Background: an optimization exercise with open tools, aiming at small area, a short achievable clock period and few clock cycles. Do not read the settings as production practice. Only the layout flow was run in this run; the RTL was not checked for function there. Power and IR drop assume default switching activity.

==> design.v <==
module LASER (
    input CLK,
    input RST,
    input  [3:0] X,
    input  [3:0] Y,
    output [3:0] C1X,
    output [3:0] C1Y,
    output [3:0] C2X,
    output [3:0] C2Y,
    output reg DONE
);
reg        scan;           
reg  [5:0] cnt;            
reg  [3:0] ph;             
reg  [3:0] icnt;           
reg        isid;           
reg  [3:0] r0;             
reg  [7:0] Fm;             
reg        pv;             
reg        role;           
reg  [7:0] C1r, C2r;       
wire [7:0] A = role ? C2r : C1r;
wire [7:0] F = role ? C1r : C2r;
wire       read_last = ~scan & (cnt == 6'd40);    
reg  [5:0] best_val;
reg  [7:0] best_pos;
reg  [5:0] mcur;           
reg        eqA;            
wire       stop;           
wire       flush  = RST | stop;
reg        RSTr;           
wire       clr    = RSTr | DONE;   
reg  [15:0] B [0:15];
reg  [3:0]  Xr, Yr;        
reg         pt;            
wire [3:0]  yrow = Yr - ph - 4'd1;     
integer i;
always @(posedge CLK) begin
    RSTr <= RST;
    Xr <= X;
    Yr <= Y;
    pt <= ~RST & ~scan & (cnt != 6'd40);
    for (i = 0; i < 16; i = i + 1) begin
        B[i] <= (clr ? 16'd0 : B[(i + 1) % 16]) | ((pt && yrow == i) ? (16'd1 << Xr) : 16'd0);
    end
end
reg  [16:0] hn;
reg  [8:0]  sc4, sc3, sc2, sc0;
integer sd;
always @(posedge CLK)
    for (sd = 0; sd < 9; sd = sd + 1) begin
        sc4[sd] <= hn[12 - sd];
        sc3[sd] <= hn[12 - sd + 1] | hn[12 - sd - 1] | hn[12 - sd + 2] | hn[12 - sd - 2];
        sc2[sd] <= hn[12 - sd + 3] | hn[12 - sd - 3];
        sc0[sd] <= hn[16 - sd] | hn[8 - sd];
    end
reg  [15:1] fxt;           
wire [31:0] fge = {8'h00, fxt, 9'h1ff};
reg  [8:0]  vrow;          
wire [3:0]  ph_n = ph + 4'd1;
integer vd;
always @(posedge CLK)
    for (vd = 0; vd < 9; vd = vd + 1)
        vrow[vd] <= ({2'b00, ph_n} + vd >= 4) && ({2'b00, ph_n} + vd <= 19);
genvar gd, gc;
function [16:0] hdec;          
    input [3:0] p, fy;
    reg [4:0] d;
    integer k;
    begin
        d = {1'b0, p} - {1'b0, fy};
        for (k = 0; k < 17; k = k + 1)
            hdec[k] = (d == ((k - 8) & 31));
    end
endfunction
function gt6;
    input [5:0] a, b;
    reg [5:0] g, l;
    reg g10, l10, g32, l32, g54, l54, g30, l30;
    begin
        g = a & ~b;
        l = ~a & b;
        g10 = g[1] | (~l[1] & g[0]);  l10 = l[1] | (~g[1] & l[0]);
        g32 = g[3] | (~l[3] & g[2]);  l32 = l[3] | (~g[3] & l[2]);
        g54 = g[5] | (~l[5] & g[4]);  l54 = l[5] | (~g[5] & l[4]);
        g30 = g32 | (~l32 & g10);     l30 = l32 | (~g32 & l10);
        gt6 = g54 | (~l54 & g30);
    end
endfunction
wire [8:0] B_w [0:15];                               
generate
for (gd = 0; gd < 9; gd = gd + 1) begin : g_row
    localparam integer D = gd - 4;
    wire valid = vrow[gd];
    wire s4 = sc4[gd];
    wire s3 = sc3[gd];
    wire s2 = sc2[gd];
    wire s0 = sc0[gd];
    for (gc = 0; gc < 16; gc = gc + 1) begin : g_col
        wire le0 = fge[gc + 8]     & ~fge[gc + 8 + 1];
        wire le2 = fge[gc + 8 - 2] & ~fge[gc + 8 + 3];
        wire le3 = fge[gc + 8 - 3] & ~fge[gc + 8 + 4];
        wire le4 = fge[gc + 8 - 4] & ~fge[gc + 8 + 5];
        wire covf = (s4 & le4) | (s3 & le3) | (s2 & le2) | (s0 & le0);
        assign B_w[gc][gd] = B[(D + 16) % 16][gc] & valid & ~covf;
    end
end
endgenerate
function [1:0] fa;             
    input a, b, c;
    fa = {(a & b) | (a & c) | (b & c), a ^ b ^ c};
endfunction
function [1:0] ha;
    input a, b;
    ha = {a & b, a ^ b};
endfunction
wire [2:0] S2n [0:15];
wire [2:0] S3n [0:15];
generate
for (gc = 0; gc < 16; gc = gc + 1) begin : g_vs
    wire [8:0] w = B_w[gc];
    wire [1:0] f1 = fa(w[2], w[3], w[4]);
    wire [1:0] f2 = fa(f1[0], w[5], w[6]);
    wire [1:0] h1 = ha(f1[1], f2[1]);
    assign S2n[gc] = {h1[1], h1[0], f2[0]};
    wire [1:0] f3 = fa(w[1], w[7], w[5]);
    wire [1:0] f4 = fa(f1[0], f3[0], w[6]);
    wire [1:0] f5 = fa(f1[1], f3[1], f4[1]);
    assign S3n[gc] = {f5[1], f5[0], f4[0]};
end
endgenerate
reg [2:0] S2 [0:15];
reg [2:0] S3 [0:15];
reg [8:0] V_w [0:15];      
reg       v1, sid1, fst1, lst1, wr1;    
reg       restart;         
always @(posedge CLK) begin
    for (i = 0; i < 16; i = i + 1) begin
        S2[i]  <= S2n[i];
        S3[i]  <= S3n[i];
        V_w[i] <= B_w[i] & 9'b100010001;
    end
    v1   <= scan & ~flush & ~restart;
    sid1 <= isid;
    fst1 <= (icnt == 4'd0);
    lst1 <= (icnt == 4'd15);
    wr1  <= (icnt != 4'd0) && (ph < r0);
    if (icnt == 4'd0)
        r0 <= ph;
end
wire [5:0] cov [0:15];
generate
for (gc = 0; gc < 16; gc = gc + 1) begin : g_cov
    wire [15:0] c1;   
    wire [15:0] c2;   
    wire [15:0] c4;   
    assign c1[0] = S3[gc][0];
    assign c1[1] = V_w[gc][0];
    assign c1[2] = V_w[gc][8];
    assign c1[3] = (gc >= 1)  ? S3[(gc + 15) % 16][0] : 1'b0;
    assign c1[4] = (gc <= 14) ? S3[(gc + 1) % 16][0]  : 1'b0;
    assign c1[5] = (gc >= 2)  ? S3[(gc + 14) % 16][0] : 1'b0;
    assign c1[6] = (gc <= 13) ? S3[(gc + 2) % 16][0]  : 1'b0;
    assign c1[7] = (gc >= 3)  ? S2[(gc + 13) % 16][0] : 1'b0;
    assign c1[8] = (gc <= 12) ? S2[(gc + 3) % 16][0]  : 1'b0;
    assign c1[9] = (gc >= 4)  ? V_w[(gc + 12) % 16][4] : 1'b0;
    assign c1[10] = (gc <= 11) ? V_w[(gc + 4) % 16][4] : 1'b0;
    assign c1[15:11] = 5'd0;
    assign c2[0] = S3[gc][1];
    assign c2[1] = (gc >= 1)  ? S3[(gc + 15) % 16][1] : 1'b0;
    assign c2[2] = (gc <= 14) ? S3[(gc + 1) % 16][1]  : 1'b0;
    assign c2[3] = (gc >= 2)  ? S3[(gc + 14) % 16][1] : 1'b0;
    assign c2[4] = (gc <= 13) ? S3[(gc + 2) % 16][1]  : 1'b0;
    assign c2[5] = (gc >= 3)  ? S2[(gc + 13) % 16][1] : 1'b0;
    assign c2[6] = (gc <= 12) ? S2[(gc + 3) % 16][1]  : 1'b0;
    assign c2[15:7] = 9'd0;
    assign c4[0] = S3[gc][2];
    assign c4[1] = (gc >= 1)  ? S3[(gc + 15) % 16][2] : 1'b0;
    assign c4[2] = (gc <= 14) ? S3[(gc + 1) % 16][2]  : 1'b0;
    assign c4[3] = (gc >= 2)  ? S3[(gc + 14) % 16][2] : 1'b0;
    assign c4[4] = (gc <= 13) ? S3[(gc + 2) % 16][2]  : 1'b0;
    assign c4[5] = (gc >= 3)  ? S2[(gc + 13) % 16][2] : 1'b0;
    assign c4[6] = (gc <= 12) ? S2[(gc + 3) % 16][2]  : 1'b0;
    assign c4[15:7] = 9'd0;
    wire [1:0] a1 = fa(c1[0], c1[1], c1[2]);
    wire [1:0] a2 = fa(c1[3], c1[4], c1[5]);
    wire [1:0] a3 = fa(c1[6], c1[7], c1[8]);
    wire [1:0] b1 = fa(c2[0], c2[1], c2[2]);
    wire [1:0] b2 = fa(c2[3], c2[4], c2[5]);
    wire [1:0] e1 = fa(c4[0], c4[1], c4[2]);
    wire [1:0] e2 = fa(c4[3], c4[4], c4[5]);
    wire [1:0] a4 = fa(a1[0], a2[0], a3[0]);
    wire [1:0] b3 = fa(b1[0], b2[0], c2[6]);
    wire [1:0] b4 = fa(a1[1], a2[1], a3[1]);
    wire [1:0] e3 = fa(e1[0], e2[0], c4[6]);
    wire [1:0] a5 = fa(a4[0], c1[9], c1[10]);       
    wire [1:0] b5 = fa(b3[0], b4[0], a4[1]);
    wire [1:0] e4 = fa(e3[0], b1[1], b2[1]);
    wire [1:0] g1 = fa(e1[1], e2[1], e3[1]);
    wire [1:0] e5 = fa(e4[0], b3[1], b4[1]);
    wire [1:0] g2 = fa(g1[0], e4[1], e5[1]);
    wire [4:0] hsum = {g1[1], g2[0], e5[0], b5[0]} + {g2[1], 1'b0, b5[1], a5[1]};
    assign cov[gc] = {hsum, a5[0]};
end
endgenerate
reg [5:0] cov_r [0:15];
wire [3:0] row2 = ph - 4'd2;    
reg       v2, sid2, fst2, lst2, wr2;
always @(posedge CLK) begin
    for (i = 0; i < 16; i = i + 1)
        cov_r[i] <= cov[i];
    v2   <= v1 & ~flush & ~(restart & (sid1 == isid));
    sid2 <= sid1; fst2 <= fst1; lst2 <= lst1; wr2 <= wr1;
end
function gt6c;
    input [5:0] a, b;
    input c;
    reg [5:0] g, l;
    reg g10, l10, g32, l32, g54, l54, g30, l30;
    begin
        g = a & ~b;
        l = ~a & b;
        g10 = g[1] | (~l[1] & (g[0] | (~l[0] & c)));  l10 = l[1] | (~g[1] & l[0]);
        g32 = g[3] | (~l[3] & g[2]);  l32 = l[3] | (~g[3] & l[2]);
        g54 = g[5] | (~l[5] & g[4]);  l54 = l[5] | (~g[5] & l[4]);
        g30 = g32 | (~l32 & g10);     l30 = l32 | (~g32 & l10);
        gt6c = g54 | (~l54 & g30);
    end
endfunction
function [9:0] pick;           
    input [9:0] a, b;
    pick = gt6(b[9:4], a[9:4]) ? b : a;
endfunction
reg [5:0] gv_r [0:1];
reg [2:0] gi_r [0:1];
wire [3:0] row3 = ph - 4'd3;
reg       wr3;
genvar gg;
generate
for (gg = 0; gg < 2; gg = gg + 1) begin : g_half
    wire [9:0] p0 = pick({cov_r[8*gg],     4'd0}, {cov_r[8*gg + 1], 4'd1});
    wire [9:0] p1 = pick({cov_r[8*gg + 2], 4'd2}, {cov_r[8*gg + 3], 4'd3});
    wire [9:0] p2 = pick({cov_r[8*gg + 4], 4'd4}, {cov_r[8*gg + 5], 4'd5});
    wire [9:0] p3 = pick({cov_r[8*gg + 6], 4'd6}, {cov_r[8*gg + 7], 4'd7});
    wire [9:0] p  = pick(pick(p0, p1), pick(p2, p3));
    always @(posedge CLK) begin
        gv_r[gg] <= p[9:4];
        gi_r[gg] <= p[2:0];
    end
end
endgenerate
reg       v3, sid3, fst3, lst3;
wire [7:0] Ac = (v3e & lst3) ? F : A;
always @(posedge CLK) begin
    v3   <= v2 & ~flush & ~(restart & (sid2 == isid));
    sid3 <= sid2; fst3 <= fst2; lst3 <= lst2; wr3 <= wr2;
    if (v2 && row2 == Ac[7:4])
        mcur <= cov_r[Ac[3:0]];
end
wire       hi   = gt6(gv_r[1], gv_r[0]);
wire [5:0] rmax = hi ? gv_r[1] : gv_r[0];
wire [3:0] rarg = hi ? {1'b1, gi_r[1]} : {1'b0, gi_r[0]};
reg        best_wr;        
wire       tb       = wr3 & ~best_wr;
wire       w0       = gt6c(gv_r[0], best_val, tb);
wire       w1       = gt6c(gv_r[1], best_val, tb);
wire       v3e      = v3 & ~(restart & (sid3 == isid));
wire       take     = v3e & (fst3 | (hi ? w1 : w0));
wire [7:0] best_pos_n = take ? {row3, rarg} : best_pos;
always @(posedge CLK)
    restart <= scan & ~flush & take & ((sid3 != isid) | (icnt == 4'd15));
wire       m0       = gt6(gv_r[0], mcur);
wire       m1       = gt6(gv_r[1], mcur);
wire       change   = ~pv | gt6(best_val, mcur) | (take & (hi ? m1 : m0));
wire       eqA_n    = take ? ({row3, rarg} == A) : eqA;
assign     stop     = v3e & lst3 & ~change;
always @(posedge CLK) begin
    if (take) begin
        best_val <= rmax;
        best_pos <= {row3, rarg};
        best_wr  <= wr3;
        eqA      <= ({row3, rarg} == A);
    end
end
always @(posedge CLK) begin
    if (RST) begin
        scan <= 1'b0;
        cnt  <= 6'd0;
        DONE <= 1'b0;
        ph   <= 4'd0;
    end else begin
        DONE <= stop;
        ph   <= ph + 4'd1;
        if (~scan) begin
            cnt  <= read_last ? 6'd0 : cnt + 6'd1;
            scan <= read_last;
        end else if (stop) begin
            scan <= 1'b0;
        end
    end
end
wire       fm_load = restart | (icnt == 4'd15);
wire [3:0] ph1 = ph + 4'd1;
always @(posedge CLK) begin
    if (~scan)
        fxt <= 15'd0;
    else if (fm_load)
        for (vd = 1; vd < 16; vd = vd + 1)
            fxt[vd] <= (best_pos[3:0] >= vd);
end
always @(*) begin
    if (~scan)
        hn = hdec(ph1, 4'd0);
    else if (fm_load)
        hn = hdec(ph1, best_pos[7:4]);
    else
        hn = hdec(ph1, Fm[7:4]);
end
always @(posedge CLK) begin
    if (~scan) begin
        icnt <= 4'd0;
        isid <= 1'b0;
        Fm   <= 8'd0;
    end else if (restart) begin
        icnt <= 4'd0;
        Fm   <= best_pos;
    end else begin
        icnt <= icnt + 4'd1;
        if (icnt == 4'd15) begin
            isid <= ~isid;
            Fm   <= best_pos;          
        end
    end
end
always @(posedge CLK) begin
    if (~scan) begin
        role <= 1'b0; pv <= 1'b0;
    end else begin
        if (v3e & lst3) begin
            pv    <= pv | ~eqA_n;
            role  <= ~role;
        end
    end
end
always @(posedge CLK) begin
    if (~scan) begin
        C1r <= 8'd0;
        C2r <= 8'd0;
    end else if (v3e & lst3) begin
        if (role) C2r <= best_pos_n;
        else      C1r <= best_pos_n;
    end
end
assign C1X = C1r[3:0];
assign C1Y = C1r[7:4];
assign C2X = C2r[3:0];
assign C2Y = C2r[7:4];
endmodule
==> flow/run.sh <==
#!/bin/bash
set -e
sed -i 's/^export SETUP_SLACK_MARGIN.*$//' config.mk
echo "export SETUP_SLACK_MARGIN = 7.5" >> config.mk
echo "export BUFFER_PORTS_ARGS = -buffer_cell sky130_fd_sc_hd__buf_2" >> config.mk
bash standard.sh > standard.log 2>&1
==> standard.sh <==
#!/bin/bash
# synth_recipe.tcl (not shown) runs the flow's synth.tcl, then flattens the netlist and writes it again
# the make line also repeats each setting of config.mk as NAME=value (left out here)
make -C /OpenROAD-flow-scripts/flow DESIGN_CONFIG=/design/flow/config.mk WORK_HOME=/design/flow/orfs CLKGATE_MAP_FILE= SYNTH_SCRIPT=/design/flow/synth_recipe.tcl "${@:-finish}"
==> config.mk <==
export PLATFORM = sky130hd
export DESIGN_NAME = LASER
export DESIGN_NICKNAME = LASER
export VERILOG_FILES = /design/flow/design.v
export SDC_FILE = /design/flow/constraint.sdc
export NUM_CORES = 4
export LEC_CHECK = 0
export ABC_AREA = 1
export CAP_MARGIN = 20
export CORE_MARGIN = 2
export CORE_UTILIZATION = 40
export CTS_CLUSTER_DIAMETER = 100
export CTS_CLUSTER_SIZE = 20
export SLEW_MARGIN = 20
export SETUP_SLACK_MARGIN = 7.5
export BUFFER_PORTS_ARGS = -buffer_cell sky130_fd_sc_hd__buf_2
==> constraint.sdc <==
create_clock -name core_clock -period 11.0 [get_ports {CLK}]
set_input_delay 2.2000 -clock core_clock [delete_from_list [all_inputs] [get_ports {CLK}]]
set_output_delay 2.2000 -clock core_clock [all_outputs]
set_load 0.01 [all_outputs]
==> impl_results.md <==
- Bufs on Longest Clock Path: 3
- Max FO, Critical Path: 13
- Routed wire per std cell: 22.0 um
- Vias per inst: 5.29
- Psw: 1.72 mW
- Outcome: complete, no violations
- Share of cells above drive strength 1: 7.56%
- First drt pass iteration count: 8
- Worst Hold Class: register to register
- Synth area leaders: dfxtp_1 (34%), fa_1 (17%), inv_1 (11%)
- Number of global-route vias before repair: 29100
- Worst-Skew Late Latency: 0.63 ns
- Worst Path Arrival: 4.07 ns
- Mapped Cells: 4485
- Required time at the worst-slack endpoint: 11.49 ns
- Synthesized flop and latch total: 665
- Post-Syn Nets: 4962
- Worst reg2reg path depth: 8
- Synth Area per Inst: 8.42 sq um
- Flop pwr share: 49.9%
- GPL Wtd Cong: 1.05
- Hold Buf Count CTS: 0
- Layout area overhead: 8.47%
- WL final: 126000 um
- Final Setup Violations: 0
- Hold Path Depth: 0
- Yosys warning total: 8
- Fraction of registers with async set/reset: 0%
- RSZ-0062 raised after global routing: true
- Hpwl dp: 99900 um
- Max VDD drop: 0.112 mV
- First-pass GRT wire length: 188000 um
- Place WS: 6.97 ns
- GR Util All Layers: 25.6%
- Post-synth top area cell: dfxtp_1
- Clock Root Buffer: clkbuf_16
- Top_reg_cell synth: dfxtp_1
- Clock tree sinks: 665
- Nets: 4947
- CTS buffer count: 41
- Max_cap viols: 0
- Initial DRC count: 3451
- WL met3: 10100 um
- Die Area: 96800 sq um
- CTS tree: yes
- Top-count cell post-synth: inv_1
- EDFF count, synth: 17
- DRC viols: 0
- Yosys top cell area share: 34.4%
- Via Count: 30300
- PD cells: 128 nW/um^2
- Final ANT Viol Nets: 0
- Beginning of the worst hold path: fst2$_DFF_P_
- Sw frac: 32.9%
- Final setup margin: 7.42 ns
- Fmax: 279 MHz
- Part of the power in combinational logic: 19.8%
- Lkg Pwr: 17.2 nW
- P_int: 3.51 mW
- H-tree Lvls: 2
- Num rows: 112
- Setup crit start kind: register
- Crit end category: register
- Initial core utilization: 40.4%
- Remaining Overflow, GRT: 0
- Relative slew slack: 12.5%
- Synth Cell Area: 37700 sq um
- Worst r2r dst: S3[1][1]$_DFF_P_
- Setup_tns: 0 ns
- Final Hold Fails: 0
- Clk pin slew, worst setup/hold paths: 0.08 ns
- N_diodes: 0
- Minimum clock period: 3.58 ns
- PortBufs: 26
- Hold EP: fst3$_DFF_P_
- R2r startpoint: sc4[1]$_DFF_P_
- Max Used Layer: met5
- Clock power frac: 30.3%
- Clock Skew: 0.0455 ns
- DR WL met2: 53300 um
- Period utilization: 32.5%
- Flop2flop setup slack: 7.42 ns
- Most instantiated cells after synthesis: inv_1 (1068), dfxtp_1 (648), nand2_1 (556), o22ai_1 (385), fa_1 (327)
- Tightest Pin Transition: 1.28 ns
- Top Ports: 27
- Initial antenna violation count: 4
- Distinct cells, synth: 61
- Die height: 311 um
- Met1 WL: 56100 um
- CP startpoint: sc4[1]$_DFF_P_
- Fin. max-slew vios: 0
- Core region area: 93500 sq um
- Critical path type: register to register
- Largest net degree at the start of global routing: 90
- Die X: 311 um
- Post-synthesis sequential area ratio: 35.7%
## final cells by class
type	instances	area (sq um)
Inverter	1105	4210
Tap cell	1254	1570
Fill cell	9313	52500
Timing Repair Buffer	92	631
Sequential cell	665	13600
Clock buffer	45	1040
Timing Repair inverter	2	10.0
Clock inverter	10	133
Multi-Input combinational cell	2563	19800
## metal layers
metal	GRT usage, %	up-vias
met1	35.5	14300
met4	11.7	6
met2	38.5	1323
met5	0	-
li1	-	14300
met3	4.99	374
## metrics by stage
stage	std cells	power [mW]	utilization [%]	hold slack (ns)	cell area, sq um
3_5_place_dp	5649	3.67	41.9	0.314	39200
2_1_floorplan	4485	3.31	-	0.310	37700
6_report	5736	5.23	43.8	0.332	40900
4_1_cts	5706	5.24	43.3	0.335	40500
5_1_grt	5736	5.46	43.8	0.347	40900
3_3_place_gp	5649	3.67	41.9	0.313	39100
## timing repair
item / CTS / global route
endpoints found under the setup margin: 89 / 157
cloned: 0 / 2
pin swaps: 0 / 15
resized for setup: 51 / 80
setup buffers: 2 / 28
## kinds of logic after synthesis
group	Yosys count	synth area share, %
muxes	6	0.169
xor gates and xnor gates	56	1.30
DFF	665	35.7
AOI/OAI and AO/OA	913	15.4
and+or+nand+nor	1121	12.9
buffers and inverters	1257	12.5
adders and majority gates	467	22.0
## worst max-delay path, cell delays in order (launching register included)
cell,delay [ns]
dfxtp_1,0.45
inv_1,0.58
o22ai_1,0.16
a21oi_1,0.15
o21ai_0,0.11
nor3_1,0.60
fa_1,0.55
fa_1,0.38
fa_1,0.45
## power groups by stage
stage	Sequential, mW	Clock [mW]	Combinational, mW
after floorplan	2.59	0	0.714
final	2.61	1.58	1.04
after global placement	2.67	0	1.01
after detailed placement	2.66	0	1.01
after global routing	2.62	1.70	1.14
after CTS	2.61	1.62	1.01
## worst max path at each step
stage | end | slack, ns | cells after the start
after detailed placement | sc3[4]$_DFF_P_ | 6.97 | 19
after global placement | sc3[4]$_DFF_P_ | 6.98 | 19
after global routing | S3[13][1]$_DFF_P_ | 7.48 | 6
after floorplan | cov_r[10][5]$_DFF_P_ | 7.64 | 9
final | S3[1][1]$_DFF_P_ | 7.42 | 8
after CTS | S3[3][1]$_DFF_P_ | 7.51 | 10
## flip-flops by register name, summed over array words and instances (netlist names), 12 cells and up
name and count:
cov_r 96, fxt 15, B 256, gv_r 12, S2 48, S3 48
V_w 48
## layout by cell type (no fill, tap or decap), types with 31 or more instances in the layout
cell type  synthesis  layout
clkbuf_16          0      41
inv_1           1068    1045
ha_1             140     138
a21oi_1          140     139
o21ai_0          145     143
nand2_1          556     550
fa_1             327     322
xor2_1            45      44
nor2_1           287     284
nand4_1           34      34
buf_4              1      63
o221ai_1          31      31
nor3_1            62      60
nand3_1           73      73
o22ai_1          385     385
dfxtp_1          648     618
o2111ai_1         47      47

==> what the ideal ports hide <==
Ports are ideal in the flow. The routed layout listed here was re-timed in OpenROAD.
Step 1 assumes that a clkbuf_16 drives the clock port and a buf_2 every other input.
Step 2, shift: input delay + t, output delay - t, t = (earliest + latest rising clock arrival at the registers) / 2. This alone moves slack from input paths to output paths.
Slacks: ideal / step 1 / step 2; pairs: ideal / step 1.
shift t [ns]: 0.672
slack for setup (ns): 7.422 / 7.422 / 7.422
hold slack, ns: 0.332 / 0.332 / 0.332
After both steps setup and hold are still met in this run. For this run, drivers alone change the setup slack by 0.000 ns; drivers and shift together by 0.000 ns.
